Background: an optimization exercise with open tools, aiming at small area. Do not read the settings as production practice.
In this exercise RTL edits were held to simulation tests only and were not proved equivalent to the original.
The flow treats the clock pin as an ideal source, which a real chip does not have.
No activity file was given, so power comes from the tool's default toggle rates.

==> inputs of try-violet <==
// Kitchen_Timer
module Kitchen_Timer(
	input [5:0] num,
	input un_start, un_pause, un_reset, un_get_min, un_get_sec,
	input fast, up, clk,
	input rst,
	output led,
	output [3:0] AN,
	output [6:0] disp,
	output HS, VS,
	output [2:0] R, G,
	output [1:0] B
);
==> module debouncer, before the edit <==
module debouncer(
    input clk,
    input rst,
    input PB,
    output PB_up
);
reg PB_state, PB_sync_0, PB_sync_1;
reg [7:0] PB_cnt;
wire PB_idle = (PB_state == PB_sync_1);
wire low0 = ~|PB_cnt[6:0];
wire PB_cnt_max = PB_cnt[7] & low0;
wire fb = PB_cnt[7] ^ PB_cnt[5] ^ PB_cnt[4] ^ PB_cnt[3] ^ low0;
always @(posedge clk) begin
	if (rst) begin
		PB_sync_0 <= 0;
		PB_sync_1 <= 0;
		PB_state <= 0;
		PB_cnt <= 0;
	end else begin
		PB_sync_0 <= ~PB;
		PB_sync_1 <= PB_sync_0;
		if (PB_idle) PB_cnt <= 0;
		else begin
			PB_cnt <= {PB_cnt[6:0], fb};
			if (PB_cnt_max) PB_state <= PB_sync_1;
		end
	end
end
assign PB_up = ~PB_idle & PB_cnt_max & PB_state;
endmodule
==> module clock_delay, before the edit <==
module clock_delay(
    input clk, rst, fast,
    output reg clock,
    output clock_rise
);
reg [9:0] count;
reg clock_q;
wire low = ~|count[8:0];
wire fb = count[9] ^ count[6] ^ low;
wire hit = fast ? (count == 10'b1000001001) : (count == 10'b1111010110);
always @(posedge clk) begin
	clock_q <= clock;  
	if (rst) begin
		count <= 0;
		clock <= 0;
	end else begin
		if (hit) begin
			clock <= ~clock;
			count <= 10'd1;
		end else
			count <= {count[8:0], fb};
	end
end
assign clock_rise = clock & ~clock_q;
endmodule
export LEC_CHECK = 0
export CAP_MARGIN = 20
export CORE_MARGIN = 2
export CORE_UTILIZATION = 40
export PLACE_DENSITY = 0.6
export SLEW_MARGIN = 20
create_clock -name core_clock -period 10.0 [get_ports {clk}]
standard.sh (not shown) runs the stock make flow with config.mk's settings and CLKGATE_MAP_FILE= SYNTH_SCRIPT=/design/flow/synth_recipe.tcl, a recipe that flattens the netlist after the stock synthesis.
==> flow/flow/run.sh <==
#!/bin/bash
# The standard layout (standard.sh) with these changes:
#  - synthesis: synth_recipe.tcl unchanged except that its abc call uses flow/area.abc,
#    an area-oriented script (deepsyn, then area-recovering mapping), instead of ORFS's
#    speed script; the flip-flops and their names come from the same earlier passes;
#  - after floorplan, combinational cells go to their smallest size (flow/downsize.tcl);
#  - port buffers are buf_1;
#  - the clock tree uses clkbuf_8 and no dummy loads.
set -euo pipefail
here=$(pwd)
sed "1a proc abc {args} { set i [lsearch \$args -script]; if {\$i >= 0} { lset args [expr {\$i + 1}] $here/flow/area.abc }; yosys abc {*}\$args }" \
  synth_recipe.tcl > area_synth.tcl
bash standard.sh \
  SYNTH_SCRIPT="$here/area_synth.tcl" \
  POST_FLOORPLAN_TCL="$here/flow/downsize.tcl" \
  BUFFER_PORTS_ARGS="-buffer_cell sky130_fd_sc_hd__buf_1" \
  CTS_ARGS="-sink_clustering_enable -repair_clock_nets -dont_use_dummy_load -buf_list sky130_fd_sc_hd__clkbuf_8" \
  finish > flow.log 2>&1
==> flow/flow/area.abc <==
strash
&get -n
&st
&deepsyn -T 180
&st
&dch
&nf -a -R 1000
&st
&dch
&nf -a -R 1000
&put
==> flow/flow/downsize.tcl <==
# Swap every combinational cell that synthesis sized up for the smallest cell of the
# same family (same function and pins); timing has ample slack at this clock period,
# and the later repair steps fix any slew or capacitance limit this breaks.
set n_swapped 0
foreach inst [[ord::get_db_block] getInsts] {
  set name [[$inst getMaster] getName]
  if {![regexp {^(sky130_fd_sc_hd__[a-z0-9]+)_([0-9]+)$} $name -> base size]} { continue }
  if {[regexp {__(df|edf|sdf|dl|tap|fill|decap|conb|diode)} $base]} { continue }
  set best $name
  set best_area [get_property [get_lib_cells $name] area]
  foreach lc [get_lib_cells ${base}_*] {
    set ln [get_name $lc]
    if {![regexp "^${base}_\[0-9\]+\$" $ln]} { continue }
    set a [get_property $lc area]
    if {$a < $best_area} { set best $ln; set best_area $a }
  }
  if {$best ne $name} {
    $inst swapMaster [[ord::get_db] findMaster $best]
    incr n_swapped
  }
}
puts "downsize: swapped $n_swapped cells to their smallest size"
==> try-harbor (differences from try-violet) <==
--- a/flow/design.v
+++ b/flow/design.v
@@ -209,22 +209,23 @@
 );
 reg PB_state, PB_sync_0, PB_sync_1;
 reg [7:0] PB_cnt;
+wire [7:0] c = PB_cnt ^ 8'h55;
 wire PB_idle = (PB_state == PB_sync_1);
-wire low0 = ~|PB_cnt[6:0];
-wire PB_cnt_max = PB_cnt[7] & low0;
-wire fb = PB_cnt[7] ^ PB_cnt[5] ^ PB_cnt[4] ^ PB_cnt[3] ^ low0;
+wire low0 = ~|c[6:0];
+wire PB_cnt_max = c[7] & low0;
+wire fb = c[7] ^ c[5] ^ c[4] ^ c[3] ^ low0;
 always @(posedge clk) begin
 	if (rst) begin
 		PB_sync_0 <= 0;
 		PB_sync_1 <= 0;
 		PB_state <= 0;
-		PB_cnt <= 0;
+		PB_cnt <= 8'h55;
 	end else begin
 		PB_sync_0 <= ~PB;
 		PB_sync_1 <= PB_sync_0;
-		if (PB_idle) PB_cnt <= 0;
+		if (PB_idle) PB_cnt <= 8'h55;
 		else begin
-			PB_cnt <= {PB_cnt[6:0], fb};
+			PB_cnt <= {c[6:0], fb} ^ 8'h55;
 			if (PB_cnt_max) PB_state <= PB_sync_1;
 		end
 	end
@@ -237,23 +238,22 @@
     output reg clock,
     output clock_rise
 );
-reg [9:0] count;
+reg [9:0] cnt_q;    
 reg clock_q;
+wire [9:0] count = cnt_q ^ 10'h155;
 wire low = ~|count[8:0];
-wire fb = count[9] ^ count[6] ^ low;
-wire hit = fast ? (count == 10'b1000001001) : (count == 10'b1111010110);
+wire fb = count[9] ^ count[2] ^ low;
+wire hit = (count[9:4] == 6'b011010) & (count[2:0] == 3'b000) & (count[3] == fast);
 always @(posedge clk) begin
 	clock_q <= clock;  
 	if (rst) begin
-		count <= 0;
+		cnt_q <= 10'b0000100110 ^ 10'h155;
 		clock <= 0;
-	end else begin
-		if (hit) begin
-			clock <= ~clock;
-			count <= 10'd1;
-		end else
-			count <= {count[8:0], fb};
-	end
+	end else if (hit) begin
+		clock <= ~clock;
+		cnt_q <= 10'b0001001101 ^ 10'h155;
+	end else
+		cnt_q <= {count[8:0], fb} ^ 10'h155;
 end
 assign clock_rise = clock & ~clock_q;
 endmodule
==> flow/flow/run.sh (replaced) <==
#!/bin/bash
# The standard layout (standard.sh) with these changes:
#  - synthesis: synth_recipe.tcl unchanged except that its abc call uses flow/area.abc,
#    an area-oriented script (deepsyn, then area-recovering mapping), instead of ORFS's
#    speed script, and that adders are left to abc (ADDER_MAP_FILE empty) instead of
#    being mapped to half/full-adder cells; the flip-flops and their names come from
#    the same earlier passes;
#  - after floorplan, combinational cells go to their smallest size (flow/downsize.tcl);
#  - port buffers are buf_1;
#  - the clock tree uses clkbuf_4 and no dummy loads; after CTS, leaf buffers whose
#    flip-flops would see a clock slew near the limit become clkbuf_8 (flow/clk_upsize.tcl).
set -euo pipefail
here=$(pwd)
sed "1a proc abc {args} { set i [lsearch \$args -script]; if {\$i >= 0} { lset args [expr {\$i + 1}] $here/flow/area.abc }; yosys abc {*}\$args }" \
  synth_recipe.tcl > area_synth.tcl
bash standard.sh \
  SYNTH_SCRIPT="$here/area_synth.tcl" \
  ADDER_MAP_FILE= \
  POST_FLOORPLAN_TCL="$here/flow/downsize.tcl" \
  BUFFER_PORTS_ARGS="-buffer_cell sky130_fd_sc_hd__buf_1" \
  CTS_ARGS="-sink_clustering_enable -repair_clock_nets -dont_use_dummy_load -buf_list sky130_fd_sc_hd__clkbuf_4" \
  POST_CTS_TCL="$here/flow/clk_upsize.tcl" \
  finish > flow.log 2>&1
==> flow/flow/area.abc (replaced) <==
strash
&get -n
&st
&deepsyn -T 300
&st
&dch
&nf -a -R 1000
&st
&dch
&nf -a -R 1000
&put
==> flow/flow/clk_upsize.tcl (new file) <==
set limit 0.112
estimate_parasitics -placement
set changed 0
foreach inst [[ord::get_db_block] getInsts] {
  if {[[$inst getMaster] getName] ne "sky130_fd_sc_hd__clkbuf_4"} { continue }
  set worst 0
  foreach iterm [$inst getITerms] {
    if {![$iterm isOutputSignal]} { continue }
    set net [$iterm getNet]
    if {$net eq "NULL"} { continue }
    foreach load [$net getITerms] {
      if {[$load isOutputSignal]} { continue }
      set pin [get_pins -quiet "[[$load getInst] getName]/[[$load getMTerm] getName]"]
      if {$pin eq ""} { continue }
      set s [get_property $pin slew_max]
      if {$s > $worst} { set worst $s }
    }
  }
  if {$worst > $limit} {
    $inst swapMaster [[ord::get_db] findMaster sky130_fd_sc_hd__clkbuf_8]
    incr changed
  }
}
puts "clk_upsize: $changed clock buffers now clkbuf_8"
if {$changed > 0} {
  detailed_placement
  check_placement -verbose
  estimate_parasitics -placement
}
Settings changed: CORE_UTILIZATION 40 to 70, PLACE_DENSITY 0.6 to 0.85.
==> summary of the runs <==
Between try-violet and try-harbor, the lower wire length is in try-harbor (gap about 14%, measured against try-harbor).
Between try-violet and try-harbor, the lower global-route usage is in try-violet (gap 10 points).
Against try-harbor, the utilization of try-violet is lower by 31 points.
Against try-harbor, the die area of try-violet is larger by about 80%.
Against try-harbor, the first-iteration DRC count of try-violet is higher by about 12%.
Between try-harbor and try-violet, the lower register-to-register slack is in try-violet (gap 0.21 ns).
In try-harbor the cell area is smaller than in try-violet, by about 8%.
Between try-harbor and try-violet, the lower combinational power is in try-harbor (gap 9.0%, measured against try-violet).
Non-clock buffer count is the same in try-violet and try-harbor.
Of try-violet and try-harbor, try-harbor has the higher worst setup slack (gap 0.16 ns).
==> figures <==
|  | try-violet | try-harbor |
|---|---|---|
| Proportion of synthesized area in mux cells | 1.10% | 1.60% |
| Smallest setup slack after layout | 5.48 ns | 5.63 ns |
| WHS | 0.397 ns | 0.386 ns |
| Highest clock frequency the design can meet | 221 MHz | 229 MHz |
| Worst reg-to-reg path cell count | 17 | 16 |
| CP max stage delay | 0.35 ns | 0.89 ns |
| Startpoint of the lowest-slack hold path | d.m1[2] | d.s0[2] |
| Internal reg-to-reg setup slack | 6.11 ns | 6.32 ns |
| Reported net switching power | 215 uW | 203 uW |
| Final weighted congestion in routability-driven placement | 0.837 | 0.925 |
| Adder-cell share of the synthesized area | 4.25% | 0% |
| Slew at the pin closest to its max-slew limit | 1.00 ns | 1.02 ns |
| Filler Cells Inserted | 1574 | 658 |
| Non-filler instance count after layout | 999 | 842 |
| Routed via count | 5360 | 5056 |
| Result of the run | complete, no violations | complete, no violations |
| Standard cell core area | 15900 um^2 | 8590 um^2 |
| Post-Place Setup Slack | 5.12 ns | 5.19 ns |
| Critical path depth | 14 | 6 |
| Power in combinational cells | 40.0 uW | 36.4 uW |
| Internal Power | 775 uW | 725 uW |

==> port drivers added, routing unchanged <==
Ports are ideal in the flow. The routed layouts listed here were re-timed in OpenROAD.
Step 1 sets driving cells, clkbuf_16 on the clock port and buf_2 on the other inputs (assumed; they add their load-dependent delay and slew).
Step 2 also shifts input and output timing later by t, the mid clock arrival at the registers, as if the neighbouring blocks saw the same clock.
Three values: ideal, step 1, step 2; two values: the first two.
run | t (ns) | setup WS [ns] | worst setup path after step 2 | latest minus earliest clock arrival (ns) | cell pins on the clock port's net
try-violet | 0.451 | 5.475 / 5.484 / 5.034 | input to register | 0.032 / 0.031 | 1
try-harbor | 0.439 | 5.631 / 5.644 / 5.205 | input to register | 0.037 / 0.038 | 1
After both steps setup and hold are still met in every run listed. The setup slack of try-violet, which loses most, moves by +0.009 ns with the drivers and by -0.441 ns with both steps.
